Background: an optimization exercise with open tools, aiming at a short achievable clock period and few clock cycles. Do not read the settings as production practice. Function was checked by simulation only, so behaviour that the tests miss may differ from the original.

## design/flow/run.sh

```bash
#!/bin/bash
# synth_recipe.tcl (not shown) runs the flow's synth.tcl, then flattens the netlist and writes it again
# the make line also repeats each setting of config.mk as NAME=value (left out here)
make -C /OpenROAD-flow-scripts/flow DESIGN_CONFIG=/design/flow/config.mk WORK_HOME=/design/flow/orfs CLKGATE_MAP_FILE= SYNTH_SCRIPT=/design/flow/synth_recipe.tcl finish
```

## design/flow/config.mk

```make
export PLATFORM = sky130hd
export DESIGN_NAME = y86_pipe
export DESIGN_NICKNAME = y86_pipe
export VERILOG_FILES = /design/flow/design.v
export SDC_FILE = /design/flow/constraint.sdc
export NUM_CORES = 4
export LEC_CHECK = 0
export CAP_MARGIN = 20
export CORE_MARGIN = 2
export CORE_UTILIZATION = 40
export SLEW_MARGIN = 20
```

## design/flow/constraint.sdc

```tcl
create_clock -name core_clock -period 26.0 [get_ports {clk}]
set_input_delay 5.2000 -clock core_clock [delete_from_list [all_inputs] [get_ports {clk}]]
set_output_delay 5.2000 -clock core_clock [all_outputs]
set_load 0.01 [all_outputs]
```

## design/flow/design.v

```verilog
module ADDx1(A, B, C, S, carry);
    input A,B,C;
    output S, carry;
    wire w1, w2, w3;
    xor(w1, A, B);
    xor(S, w1, C);
    and(w2, A, B);
    and(w3, w1, C);
    or(carry, w3, w2);
endmodule
module ADDx64(A, B, sum, OF);
input signed [63:0] A;
input signed [63:0] B;
output signed [63:0] sum;
output OF;
wire [64:0] carry;
assign carry[0]=1'b0;
genvar j;
generate for(j = 0; j < 64; j = j + 1)
begin
    ADDx1 A11(A[j], B[j], carry[j], sum[j], carry[j+1]);
end
endgenerate
wire OF1, OF2, na, nb, ns;
not(ns, sum[63]);
not(nb, B[63]);
not(na, A[63]);
and(OF1, na, nb, sum[63]);
and(OF2, A[63], B[63], ns);
or(OF, OF1, OF2);
endmodule
module SUBx1(A, B, borrow_in, borrow_out, diff);
input A, B, borrow_in;
output diff, borrow_out;
xor X1(w1, A, B);
xor X2(diff, w1, borrow_in);
xnor XN1(w2, A, B);
and A1(w3, borrow_in, w2);
not NT1(w4, A);
and A2(w5, w4, B);
or O1(borrow_out, w3, w5);
endmodule
module SUBx64(num1, num2, diff, overflow);
input signed [63:0] num1, num2;
output signed [63:0] diff;
output overflow;
wire b[64:0];
assign b[0]=1'b0;
genvar x;
generate for(x=0;x<64;x=x+1)
begin
    SUBx1 M1(num1[x], num2[x], b[x], b[x+1], diff[x]);
end
endgenerate
xor X1(overflow, b[64], b[63]);
endmodule
module ANDx64(A, B, out);
input signed [63:0] A;
input signed [63:0] B;
output signed [63:0] out;
genvar j;
generate for(j = 0; j < 64; j = j + 1)
begin
    and(out[j], A[j], B[j]);
end
endgenerate
endmodule
module XORx64(num1, num2, result);
input signed[63:0] num1, num2;
output signed[63:0] result;
genvar x;
for(x=0;x<64;x=x+1)
begin
    xor (result[x], num1[x], num2[x]);
end
endmodule
module ALU(A, B, control, result, overflow);
input signed [63:0] A,B;
input signed [1:0] control;
output signed [63:0] result;
reg signed [63:0] result;
output signed overflow;
reg overflow;
wire signed [63:0] out_sum;
wire signed [63:0] out_diff;
wire signed [63:0] out_and;
wire signed [63:0] out_xor;
wire OF_add, OF_diff;
ADDx64 G1(A, B, out_sum, OF_sum);
SUBx64 G2(A, B, out_diff, OF_diff);
ANDx64 G3(A, B, out_and);
XORx64 G4(A, B, out_xor);
always @(*)
begin
case(control)
2'b00:
begin
result = out_sum;
overflow = OF_sum;
end
2'b01:
begin
result = out_diff;
overflow = OF_diff;
end
2'b10:
begin
result = out_and;
overflow = 0;
end
2'b11:
begin
result = out_xor;
overflow = 0;
end
endcase
end
endmodule
module pipe_control (
    F_stall,
    D_icode, d_srcA, d_srcB,
    D_stall, D_bubble,
    E_icode, E_dstM, e_cnd,
    E_bubble,
    M_icode, m_stat,
    M_bubble,
    W_stat,
    W_stall,
    set_cc
);
input [3:0] D_icode, d_srcA, d_srcB;
input [3:0] E_icode, E_dstM;
input e_cnd;
input [3:0] M_icode;
input [0:3] m_stat;
input [0:3] W_stat;
output reg set_cc, F_stall, D_stall, D_bubble, E_bubble, M_bubble, W_stall;
reg ret_hazard, mispredict, load_use, exception;
always @(*)
begin
    ret_hazard = (D_icode==4'b1001 | E_icode==4'b1001 | M_icode==4'b1001);
    mispredict = (E_icode==4'b0111 & !e_cnd);
    load_use = (E_icode == 4'b0101 | E_icode == 4'b1011) & (E_dstM==d_srcA | E_dstM==d_srcB);
    exception = (m_stat!=4'b1000) | (W_stat!=4'b1000);
    F_stall = load_use | ret_hazard;
    D_stall = load_use;
    D_bubble = mispredict | (ret_hazard & !load_use);
    E_bubble = mispredict | load_use;
    M_bubble = exception;
    W_stall = (W_stat!=4'b1000);
    set_cc = (E_icode == 4'b0110) & !exception;
end
endmodule
module fetch (
    clk, rst,
    F_stall,
    M_icode, W_icode, M_valA, W_valM, M_cnd,  
    imem_addr, imem_data,
    D_stall,
    D_bubble,
    D_icode, D_ifun,
    D_rA, D_rB,
    D_valC, D_valP,
    D_stat
);
input clk, rst;
input F_stall, D_stall, D_bubble, M_cnd;             
input [3:0] M_icode, W_icode;                        
input [63:0] M_valA, W_valM;                         
output [11:0] imem_addr;                             
input [79:0] imem_data;                              
output reg [3:0] D_icode, D_ifun, D_rA, D_rB;        
output reg signed [63:0] D_valC, D_valP;             
output reg [0:3] D_stat;                             
reg [63:0] F_predictedPC;                            
reg [63:0] f_predictedPC;                            
reg [3:0] icode, ifun, rA, rB;                       
reg [63:0] valC, valP;
reg [0:3] stat;                                      
wire [0:79] instruction;
reg [63:0] PC;
reg imem_error;
reg instr_invalid;
always @(*)
begin
    if(W_icode==4'b1001)
        PC = W_valM;             
    else if(M_icode==4'b0111 & !M_cnd)
        PC = M_valA;             
    else
        PC = F_predictedPC;      
    imem_error = (PC > 64'd4095);
end
assign imem_addr = PC[11:0];
assign instruction = imem_data;
always @(*)
begin
    icode = instruction[0:3];
    ifun = instruction[4:7];
    if (imem_error)
    begin
        icode = 4'h1;            
        ifun = 4'h0;
    end
end
always @(*)
begin
    rA = 4'hF;
    rB = 4'hF;
    valC = 64'd0;
    valP = PC;
    f_predictedPC = PC;
    instr_invalid = 1'b0;
    if(icode==4'h0)                  
    begin
        valP = PC;
        f_predictedPC = valP;
    end
    else if (icode==4'h1)            
    begin
        valP = PC+1;
        f_predictedPC = valP;
    end
    else if (icode==4'h3)            
    begin
        rA = instruction[8:11];
        rB = instruction[12:15];
        valC = instruction[16:79];
        valP = PC+10;
        f_predictedPC = valP;
    end
    else if (icode==4'h4)            
    begin
        rA = instruction[8:11];
        rB = instruction[12:15];
        valC = instruction[16:79];
        valP = PC+10;
        f_predictedPC = valP;
    end
    else if (icode==4'h5)            
    begin
        rA = instruction[8:11];
        rB = instruction[12:15];
        valC = instruction[16:79];
        valP = PC+10;
        f_predictedPC = valP;
    end
    else if (icode==4'h2)            
    begin
        rA = instruction[8:11];
        rB = instruction[12:15];
        valP = PC+2;
        f_predictedPC = valP;
    end
    else if (icode==4'h6)            
    begin
        rA = instruction[8:11];
        rB = instruction[12:15];
        valP = PC+2;
        f_predictedPC = valP;
    end
    else if (icode==4'hA)            
    begin
        rA = instruction[8:11];
        rB = instruction[12:15];
        valP = PC+2;
        f_predictedPC = valP;
    end
    else if (icode==4'hB)            
    begin
        rA = instruction[8:11];
        rB = instruction[12:15];
        valP = PC+2;
        f_predictedPC = valP;
    end
    else if (icode==4'h7)            
    begin
        valC = instruction[8:71];
        valP = PC+9;
        f_predictedPC = valC;  
    end
    else if (icode==4'h8)            
    begin
        valC = instruction[8:71];
        valP = PC+9;
        f_predictedPC = valC;
    end
    else if (icode==4'h9)            
    begin
        valP = PC+1;
    end
    else
    begin                            
        instr_invalid=1'b1;
    end
end
always @(*)
begin
    if (imem_error)
    stat = 4'h2;
    else if (instr_invalid)
    stat = 4'h1;
    else if (icode==4'h0)
    stat = 4'h4;
    else
    stat = 4'h8;
end
always @(posedge clk)
begin
    if (rst)
        F_predictedPC <= 64'd0;
    else if (F_stall==1'b0)
        F_predictedPC <= f_predictedPC;
end
always @(posedge clk )
begin
    if (rst | (D_stall==1'b0 & D_bubble==1'b1))
    begin
        D_icode <= 4'h1;
        D_ifun <= 4'h0;
        D_rA <= 4'hF;
        D_rB <= 4'hF;
        D_valC <= 64'b0;
        D_valP <= 64'b0;
        D_stat <= 4'h8;
    end
    else if (D_stall==1'b0)
    begin
        D_icode <= icode;
        D_ifun <= ifun;
        D_rA <= rA;
        D_rB <= rB;
        D_valC <= valC;
        D_valP <= valP;
        D_stat <= stat;
    end
end
endmodule
module decode (
    clk, rst,
    D_icode,D_ifun,D_rA, D_rB, D_valC, D_valP,
    D_stat,
    d_srcA, d_srcB,
    E_icode, E_ifun, E_valC, E_valA, E_valB,
    E_srcA, E_srcB, E_dstE, E_dstM,
    E_stat,
    E_bubble,
    e_dstE, e_valE,
    M_dstE, M_valE,
    M_dstM, m_valM,
    W_dstE, W_valE,
    W_dstM, W_valM,
    W_stall
);
input clk, rst;
input [3:0] D_icode, D_ifun, D_rA, D_rB;
input signed [63:0] D_valC, D_valP;                                 
input [0:3] D_stat;                                              
output reg[3:0] d_srcA, d_srcB;                                  
output reg [3:0] E_icode, E_ifun;                                
output reg signed [63:0] E_valA, E_valB, E_valC;
output reg [3:0] E_srcA, E_srcB, E_dstE, E_dstM;
output reg [0:3] E_stat;
input E_bubble;                                                  
input W_stall;                                                   
input [3:0] e_dstE, M_dstE, M_dstM, W_dstE, W_dstM;              
input signed [63:0] e_valE, M_valE, m_valM, W_valE, W_valM;      
reg [3:0] d_dstE, d_dstM;
reg [63:0] d_valA, d_valB;                                       
reg [63:0] d_rvalA, d_rvalB;                                     
reg [63:0] register[0:14];                                       
always @(*)
begin
    if (D_icode==4'h8 | D_icode==4'h7)           
    begin
        d_valA = D_valP;
    end
    else if (d_srcA == e_dstE & e_dstE!=4'hF)    
    begin
        d_valA = e_valE;
    end
    else if (d_srcA == M_dstM & M_dstM!=4'hF)    
    begin
        d_valA = m_valM;
    end
    else if (d_srcA == M_dstE & M_dstE!=4'hF)    
    begin
        d_valA = M_valE;
    end
    else if (d_srcA == W_dstM & W_dstM!=4'hF)    
    begin
        d_valA = W_valM;
    end
    else if (d_srcA == W_dstE & W_dstE!=4'hF)    
    begin
        d_valA = W_valE;
    end
    else                                          
    begin
        d_valA = d_rvalA;
    end
    if (d_srcB == e_dstE & e_dstE!=4'hF)           
    begin
        d_valB = e_valE;
    end
    else if (d_srcB == M_dstM & M_dstM!=4'hF)           
    begin
        d_valB = m_valM;
    end
    else if (d_srcB == M_dstE & M_dstE!=4'hF)           
    begin
        d_valB = M_valE;
    end
    else if (d_srcB == W_dstM & W_dstM!=4'hF)           
    begin
        d_valB = W_valM;
    end
    else if (d_srcB == W_dstE & W_dstE!=4'hF)           
    begin
        d_valB = W_valE;
    end
    else                                 
    begin
        d_valB = d_rvalB;
    end
end
always @(*)
begin
    d_srcA = 4'hF;
    d_srcB = 4'hF;
    d_dstE = 4'hF;
    d_dstM = 4'hF;
    if (D_icode==4'h2)       
    begin
        d_srcA = D_rA;
        d_dstE = D_rB;
    end
    else if (D_icode==4'h3)  
    begin
        d_dstE = D_rB;
    end
    else if (D_icode==4'h4)  
    begin
        d_srcA = D_rA;
        d_srcB = D_rB;
    end
    else if (D_icode==4'h5)  
    begin
        d_srcB = D_rB;
        d_dstM = D_rA;
    end
    else if (D_icode==4'h6)  
    begin
        d_srcA = D_rA;
        d_srcB = D_rB;
        d_dstE = D_rB;
    end
    else if (D_icode==4'h8)  
    begin
        d_srcB = 4;
        d_dstE = 4;
    end
    else if (D_icode==4'h9)  
    begin
        d_srcA = 4;
        d_srcB = 4;
        d_dstE = 4;
    end
    else if (D_icode==4'hA)  
    begin
        d_srcA = D_rA;
        d_srcB = 4;
        d_dstE = 4;
    end
    else if (D_icode==4'hB)  
    begin
        d_srcA = 4;
        d_srcB = 4;
        d_dstE = 4;
        d_dstM = D_rA;
    end
end
always @(*)
begin
    d_rvalA = (d_srcA == 4'hF) ? 64'd0 : register[d_srcA];
    d_rvalB = (d_srcB == 4'hF) ? 64'd0 : register[d_srcB];
end
always @(posedge clk )
begin
    if (rst | E_bubble==1'b1)  
    begin
        E_icode <= 4'h1;
        E_ifun <= 4'h0;
        E_valC <= 64'h0;
        E_valA <= 64'h0;
        E_valB <= 64'h0;
        E_dstE <= 4'hF;
        E_dstM <= 4'hF;
        E_srcA <= 4'hF;
        E_srcB <= 4'hF;
        E_stat <= 4'h8;
    end
    else                 
    begin
        E_icode <= D_icode;
        E_ifun <= D_ifun;
        E_srcA <= d_srcA;
        E_srcB <= d_srcB;
        E_dstE <= d_dstE;
        E_dstM <= d_dstM;
        E_valA <= d_valA;
        E_valB <= d_valB;
        E_valC <= D_valC;
        E_stat <= D_stat;
    end
end
always @(posedge clk )
begin
    if (!W_stall)
    begin
        if (W_dstE != 4'hF && !(W_dstM == W_dstE))
            register[W_dstE] <= W_valE;
        if (W_dstM != 4'hF)
            register[W_dstM] <= W_valM;
    end
end
endmodule
module execute(clk, rst, E_stat, E_icode, E_ifun, E_valC, E_valA, E_valB, E_dstE, E_dstM, set_cc, M_bubble,
                M_stat, M_icode, M_cnd, M_valE, M_valA, e_valE, M_dstE, M_dstM, e_dstE, e_cnd);
input clk, rst;
input [0:3] E_stat;
input [3:0] E_icode, E_ifun, E_dstE, E_dstM;
input signed [63:0] E_valC, E_valA, E_valB;
input set_cc;
input M_bubble;
output reg [0:3] M_stat;
output reg [3:0] M_icode;
output reg signed [63:0] M_valE, M_valA, e_valE;
output reg [3:0] M_dstE, M_dstM, e_dstE;
output reg M_cnd;
output reg e_cnd;
reg [2:0] CC;    
wire ZF, SF, OF;   
wire e_OF;         
wire t_OF1, t_OF3, t_OF4;
wire [63:0] valE_BC, valE_OP, valE_IN, valE_DE;
ALU E1(E_valB, E_valC, 2'b00, valE_BC, t_OF1);
ALU E3(E_valB, E_valA, E_ifun[1:0], valE_OP, e_OF);
ALU E4(E_valB, 64'd1, 2'b00, valE_IN, t_OF3);
ALU E5(E_valB, 64'd1, 2'b01, valE_DE, t_OF4);
always @(*)
begin
    case(E_icode)
    4'b0010: e_valE = E_valA;        
    4'b0011: e_valE = 0 + E_valC;    
    4'b0100: e_valE = valE_BC;       
    4'b0101: e_valE = valE_BC;       
    4'b0110: e_valE = valE_OP;       
    4'b1000: e_valE = valE_DE;      
    4'b1001: e_valE = valE_IN;      
    4'b1010: e_valE = valE_DE;      
    4'b1011: e_valE = valE_IN;      
    default: e_valE = 64'd0;
    endcase
end
always @(posedge clk)
begin
    if (rst)
        CC <= 3'b000;
    else if (set_cc)
    begin
        CC[0] <= (valE_OP == 0) ? 1'b1:1'b0;    
        CC[1] <= valE_OP[63];                   
        CC[2] <= e_OF;                          
    end
end
assign ZF = CC[0];
assign SF = CC[1];
assign OF = CC[2];
always @(*)
begin
    e_cnd = 1'b0;
    if(E_icode == 2 || E_icode == 7)   
    begin
        case(E_ifun)
        4'b0000: e_cnd = 1;            
        4'b0001: e_cnd = (OF^SF)|ZF;   
        4'b0010: e_cnd = (OF^SF);      
        4'b0011: e_cnd = ZF;           
        4'b0100: e_cnd = ~ZF;          
        4'b0101: e_cnd = ~(SF^OF);     
        4'b0110: e_cnd = ~(SF^OF)&~ZF; 
        default: e_cnd = 1'b0;
        endcase
    end
end
always @(*)
begin
    if(E_icode == 2)
    begin
        e_dstE = (e_cnd == 1) ? E_dstE : 4'b1111;     
    end
    else
    begin
        e_dstE = E_dstE;
    end
end
always @(posedge clk)
begin
    if (rst | M_bubble)
    begin
        M_stat <= 4'h8;
        M_icode <= 4'h1;
        M_cnd <= 1'b0;
        M_valE <= 64'd0;
        M_valA <= 64'd0;
        M_dstE <= 4'hF;
        M_dstM <= 4'hF;
    end
    else
    begin
        M_stat <= E_stat;
        M_icode <= E_icode;
        M_cnd <= e_cnd;
        M_valE <= e_valE;
        M_valA <= E_valA;
        M_dstE <= e_dstE;
        M_dstM <= E_dstM;
    end
end
endmodule
module memory ( clk, rst, M_stat, M_icode, M_cnd, M_valE, M_valA, M_dstE, M_dstM, W_stall,
                dmem_addr, dmem_wdata, dmem_we, dmem_rdata,
                W_stat, W_icode, W_valE, W_valM, W_dstE, W_dstM, m_valM, m_stat);
input clk, rst;
input [0:3] M_stat;
input [3:0] M_icode;
input M_cnd;
input signed [63:0] M_valE;
input signed [63:0] M_valA;
input [3:0] M_dstE;
input [3:0] M_dstM;
input W_stall;
output [13:0] dmem_addr;             
output [63:0] dmem_wdata;            
output dmem_we;                      
input [63:0] dmem_rdata;             
output reg [0:3] W_stat;
output reg [3:0] W_icode;
output reg signed [63:0] W_valE, W_valM;
output reg [3:0] W_dstE, W_dstM;
output reg signed [63:0] m_valM;
output reg [3:0] m_stat;
reg [63:0] mem_addr;
reg mem_read, mem_write;
reg mainmem_err;
always @(*)
begin
    mem_addr = M_valE;
    mem_read = 1'b0;
    mem_write = 1'b0;
    case(M_icode)
    4'b0100: mem_write = 1'b1;                       
    4'b0101: mem_read = 1'b1;                        
    4'b1000: mem_write = 1'b1;                       
    4'b1001: begin mem_read = 1'b1; mem_addr = M_valA; end   
    4'b1010: mem_write = 1'b1;                       
    4'b1011: begin mem_read = 1'b1; mem_addr = M_valA; end   
    default: ;
    endcase
    mainmem_err = (mem_read | mem_write) & (mem_addr > 16383);
    m_valM = mem_read ? dmem_rdata : 64'd0;
end
assign dmem_addr = mem_addr[13:0];
assign dmem_wdata = M_valA;
assign dmem_we = mem_write & !mainmem_err;
always @(*)
begin
    if(mainmem_err == 1)
        m_stat = 4'b0010;
    else
        m_stat = M_stat;
end
always @(posedge clk)
begin
    if (rst)
    begin
        W_dstE <= 4'hF;
        W_valE <= 64'd0;
        W_valM <= 64'd0;
        W_dstM <= 4'hF;
        W_stat <= 4'h8;
        W_icode <= 4'h1;
    end
    else if (!W_stall)
    begin
        W_dstE <= M_dstE;
        W_valE <= M_valE;
        W_valM <= m_valM;
        W_dstM <= M_dstM;
        W_stat <= m_stat;
        W_icode <= M_icode;
    end
end
endmodule
module y86_pipe (
    input clk,
    input rst,                   
    output [11:0] imem_addr,     
    input  [79:0] imem_data,     
    output [13:0] dmem_addr,     
    output [63:0] dmem_wdata,    
    output dmem_we,              
    input  [63:0] dmem_rdata,    
    output [1:0] stat            
);
wire [3:0] D_icode, D_ifun, D_rA, D_rB;
wire signed [63:0] D_valC, D_valP;
wire [0:3] D_stat;
wire [3:0] d_srcA, d_srcB;
wire [3:0] E_icode, E_ifun;
wire signed [63:0] E_valA, E_valB, E_valC;
wire [3:0] E_srcA, E_srcB, E_dstE, E_dstM;
wire [0:3] E_stat;
wire [3:0] e_dstE;
wire signed [63:0] e_valE;
wire e_cnd;
wire [3:0] M_icode, M_dstE, M_dstM;
wire signed [63:0] M_valA, M_valE;
wire [0:3] M_stat;
wire M_cnd;
wire signed [63:0] m_valM;
wire [0:3] m_stat;
wire [0:3] W_stat;
wire [3:0] W_icode, W_dstE, W_dstM;
wire signed [63:0] W_valE, W_valM;
wire F_stall, D_stall, D_bubble, E_bubble, M_bubble, W_stall, set_cc;
fetch fetch(
    .clk(clk), .rst(rst),
    .F_stall(F_stall),
    .M_icode(M_icode),.W_icode(W_icode),.M_valA(M_valA),.W_valM(W_valM),.M_cnd(M_cnd),
    .imem_addr(imem_addr), .imem_data(imem_data),
    .D_stall(D_stall),.D_bubble(D_bubble),
    .D_icode(D_icode),.D_ifun(D_ifun),.D_rA(D_rA),.D_rB(D_rB),
    .D_valC(D_valC),.D_valP(D_valP),.D_stat(D_stat)
    );
decode decode(
    .clk(clk), .rst(rst),
    .D_icode(D_icode),.D_ifun(D_ifun),.D_rA(D_rA),.D_rB(D_rB),.D_valC(D_valC),.D_valP(D_valP),
    .D_stat(D_stat),
    .d_srcA(d_srcA),.d_srcB(d_srcB),
    .E_icode(E_icode),.E_ifun(E_ifun),.E_valC(E_valC),.E_valA(E_valA),.E_valB(E_valB),
    .E_srcA(E_srcA),.E_srcB(E_srcB),.E_dstE(E_dstE),.E_dstM(E_dstM),
    .E_stat(E_stat),
    .E_bubble(E_bubble),
    .e_dstE(e_dstE),.e_valE(e_valE),
    .M_dstE(M_dstE),.M_valE(M_valE),
    .M_dstM(M_dstM),.m_valM(m_valM),
    .W_dstE(W_dstE),.W_valE(W_valE),
    .W_dstM(W_dstM),.W_valM(W_valM),
    .W_stall(W_stall)
    );
execute execute(
    .clk(clk), .rst(rst),
    .E_stat(E_stat),.E_icode(E_icode),.E_ifun(E_ifun),.E_valC(E_valC),.E_valA(E_valA),.E_valB(E_valB),
    .E_dstE(E_dstE),.E_dstM(E_dstM),
    .set_cc(set_cc),.M_bubble(M_bubble),
    .M_stat(M_stat),.M_icode(M_icode),.M_cnd(M_cnd),.M_valE(M_valE),.M_valA(M_valA),
    .e_valE(e_valE),.M_dstE(M_dstE),.M_dstM(M_dstM),.e_dstE(e_dstE),.e_cnd(e_cnd)
    );
memory memory(
    .clk(clk), .rst(rst),
    .M_stat(M_stat),.M_icode(M_icode),.M_cnd(M_cnd),.M_valE(M_valE),.M_valA(M_valA),
    .M_dstE(M_dstE),.M_dstM(M_dstM),.W_stall(W_stall),
    .dmem_addr(dmem_addr),.dmem_wdata(dmem_wdata),.dmem_we(dmem_we),.dmem_rdata(dmem_rdata),
    .W_stat(W_stat),.W_icode(W_icode),.W_valE(W_valE),.W_valM(W_valM),.W_dstE(W_dstE),.W_dstM(W_dstM),
    .m_valM(m_valM),.m_stat(m_stat)
    );
pipe_control pipe_control(
    .F_stall(F_stall),
    .D_icode(D_icode),.d_srcA(d_srcA),.d_srcB(d_srcB),
    .D_stall(D_stall),.D_bubble(D_bubble),
    .E_icode(E_icode),.E_dstM(E_dstM),.e_cnd(e_cnd),
    .E_bubble(E_bubble),
    .M_icode(M_icode),.m_stat(m_stat),
    .M_bubble(M_bubble),
    .W_stat(W_stat),
    .W_stall(W_stall),
    .set_cc(set_cc)
    );
assign stat = (W_stat == 4'h4) ? 2'd1 :
              (W_stat == 4'h2) ? 2'd2 :
              (W_stat == 4'h1) ? 2'd3 : 2'd0;
endmodule
```

==> flow_summary.toml <==
[setup_path]
crit_top_cell = "fa_2"
worstReg2RegEnd = "decode.E_valA[63]"
crit_required_ps = 26720
crit_path_top_delay_cell = "fa_2"
ff2ff_path_depth = 73
cp.arrival_ps = 26100
cp-end-kind = "register"
r2r-start = "decode.E_valC[0]"
cp_slowest_stage_delay_ps = 460
path_class = "reg -> reg"
reg2reg_slack_ps = 620
critPathLaunchType = "register"
crit_fanout = 3

[min_path]
hold_path_depth = 1
worst_hold_path.endpoint = "execute.M_stat[0]"
hold_class = "reg -> reg"
hp-start = "decode.E_stat[0]"

[yosys]
synth_async_sr_flop_share_pct = 0
synthTopCellsByArea = "edfxtp_1 28%, dfxtp_1 14%, mux2_2 11%"
syn_area_per_cell_um2 = 8.91
netlist_instances = 11700
synth-seq-cells = 1676
ys_types = 106
yosysMostFrequentCell = "nand2_1"
netlist.area_leader.share_pct = 27.6
yosys_warnings = 13
syn-num-nets = 12100
ys_seq_area_share_pct = 41.3
synth_edf_count = 960
syn_area_mm2 = 0.105
synth_top_area_cell = "edfxtp_1"
synth_commonest_cells = "1571 x nand2_1, 1013 x clkbuf_1, 982 x nand3_1"
ys.flop_type = "edfxtp_1"

[timing]
setup_tns_ps = 0
max_slew.worst_pin.slew_ps = 1260
timing.final.max_slew_violations = 0
clock_skew_ps = 51.1
setup_ws_ps = 619
rsz0062_at_grt = "false"
period_minus_slack_ps = 25380
fmax_mhz = 39.4
setup_viol = 0
worst_slew_margin_rel_pct = 15.0
hold_violations = 0
period_share_pct = 97.6
hold_slack_ps = 411

[grt]
busiest_layer = "met2"
use_met1_pct = 50.1
grt_pass1_wl_um = 729000
antenna_found_initial = 49
grt_start_max_net_pins = 167
grt_use_met3_pct = 11.4
use_met2_pct = 55.2
grt_overflow_total = 0
grt_pass1_vias = 93800
grt_usage_pct = 38.2

[routing]
wl_per_cell_um = 35.6
drc_errors = 0
routed_via_density = 6.81
ant_nets = 0
drt_first_iter_violations = 16100
dr_total_vias = 101000
dr.pass1.iters = 10
routed_wl_um = 528000

[layout]
instances_no_fill = 14800
postLayoutCellArea_mm2 = 0.116
area.growth.synth_to_final_pct = 11.4
final_util_pct = 44.8
seq_area_mm2 = 0.0432
largest_register = "decode.register"
nFillCells = 25000
finalNetCount = 11600
largest_reg_flops = 960
multi_input_area_mm2 = 0.0571
drive_gt1_share_pct = 15.6

[die]
core-area_mm2 = 0.260
dieArea_mm2 = 0.265
die_h_um = 515
ioPinCount = 239
dieWidth_um = 515
fp-row-count = 187
start_util_pct = 40.2

[placement]
post-place-ws_ps = -1120
place_inst = 14500
place_area_mm2 = 0.110
place_congestion = 1.05
dp_hpwl_um = 340000
port_buffers = 238

[clock_network]
path_clk_slew_ps = 60
clk_path_buf_depth = 3
cts_sinks = 1676
cts-root-buf = "clkbuf_16"
postCtsSetupRepairBufs = 0
postCtsHoldBufs = 0
cts_tree = "built"
cts_max_level = 4
clock_latency_ps = 910
cts_made_buffers = 191

[pwr]
p_leak_nw = 42.5
power_mw = 11.3
p_per_area_mw_per_mm2 = 96.7
ir_drop_mv = 0.222

[run_status]
status = "finished clean"

[run]
drv_cap = 0
[how the worst max path moves through the flow]
stage,depth (start not counted),end,from,slack (ps)
after floorplan,73,decode.E_valA[63],decode.E_valB[0],20
after global placement,73,decode.E_valA[63],decode.E_valC[0],-1110
after detailed placement,73,decode.E_valA[63],decode.E_valC[0],-1120
after CTS,73,decode.E_valA[63],decode.E_valC[0],30
after global routing,73,decode.E_valA[63],decode.E_valC[0],20
final,73,decode.E_valA[63],decode.E_valC[0],620
[per-layer routing]
layer / up-vias / share of wire, %
met5: - / 0.021
met4: 12 / 7.1
met3: 1680 / 14
met2: 7931 / 41
met1: 49200 / 38
li1: 42200 / -
[cell usage in the layout (no fill, tap or decap), types with 66 or more instances in the layout]
master,instances
a211oi_1,221
a21oi_1,722
a221oi_1,396
a31oi_1,99
a32oi_1,67
and2_1,188
buf_4,249
clkbuf_16,193
clkdlybuf4s50_1,237
dfxtp_1,711
edfxtp_1,960
ha_1,131
inv_1,203
mux2_2,977
mux2i_1,260
nand2_1,1567
nand3_1,978
nor2_1,961
nor3_1,123
nor4_1,66
o211ai_1,212
o21ai_0,464
o221ai_1,153
xnor2_1,144
[logic make-up after synthesis]
family,count (synthesis),synth area share (%)
flip-flops,1676,41.3
AO/OA/AOI/OAI,2754,17.8
AND/OR/NAND/NOR,4295,18.5
adder cells (fa/ha/maj),194,2.77
buffers and inverters,1382,5.00
XOR/XNOR,191,1.60
multiplexers,1237,13.0
[worst max-delay path: cells and delay by family, from the launching register on]
kind | cells | cell delay [ps]
simple gates | 2 | 210
xor+xnor | 1 | 180
fa+ha+maj | 63 | 23750
compound gates | 4 | 570
buf+inv | 3 | 180
flops | 1 | 330
[final cells by class]
| type | instances | share of cell area (%) |
|---|---|---|
| sequential | 1676 | 37.1 |
| clock inverter | 95 | 1.13 |
| tap | 3402 | 3.65 |
| antenna | 25 | 0.0537 |
| timing repair buffer | 501 | 3.90 |
| multi-input combinational | 8671 | 49.0 |
| clock buffer | 255 | 4.52 |
| inverter | 208 | 0.670 |
[power breakdown]
| part | internal [mW] | switching [mW] |
|---|---|---|
| logic | 1.57 | 3.34 |
| clock network | 1.68 | 1.23 |
| registers | 3.11 | 0.336 |
| total | 6.36 | 4.90 |
[what timing repair did]
item                       CTS  global route
resized for setup            3             2
setup endpoints to repair   12             6
pin swaps                   25            42
Testbench counts, summed over its fixed seeds: cycles 24,664.

re-timing with driven ports:
Ports are ideal in the flow. The routed layout listed here was re-timed in OpenROAD.
Step 1: set_driving_cell puts a clkbuf_16 on clk and a buf_2 on each other input, an assumption about the parent block.
Step 2 times the ports against the registers' clock, not the clock port: input delays grow and output delays shrink by t, the midpoint of the rising clock arrivals with the driver on.
Slacks: ideal ports / drivers / drivers and shift; pairs: ideal ports / drivers.
t, ns: 0.986
setup slack, ns: 0.619 / 0.619 / 0.619
worst setup path at the end: register to register
After both steps setup and hold are still met in this run. The setup slack of this run moves by 0.000 ns with the drivers and by 0.000 ns with both steps.
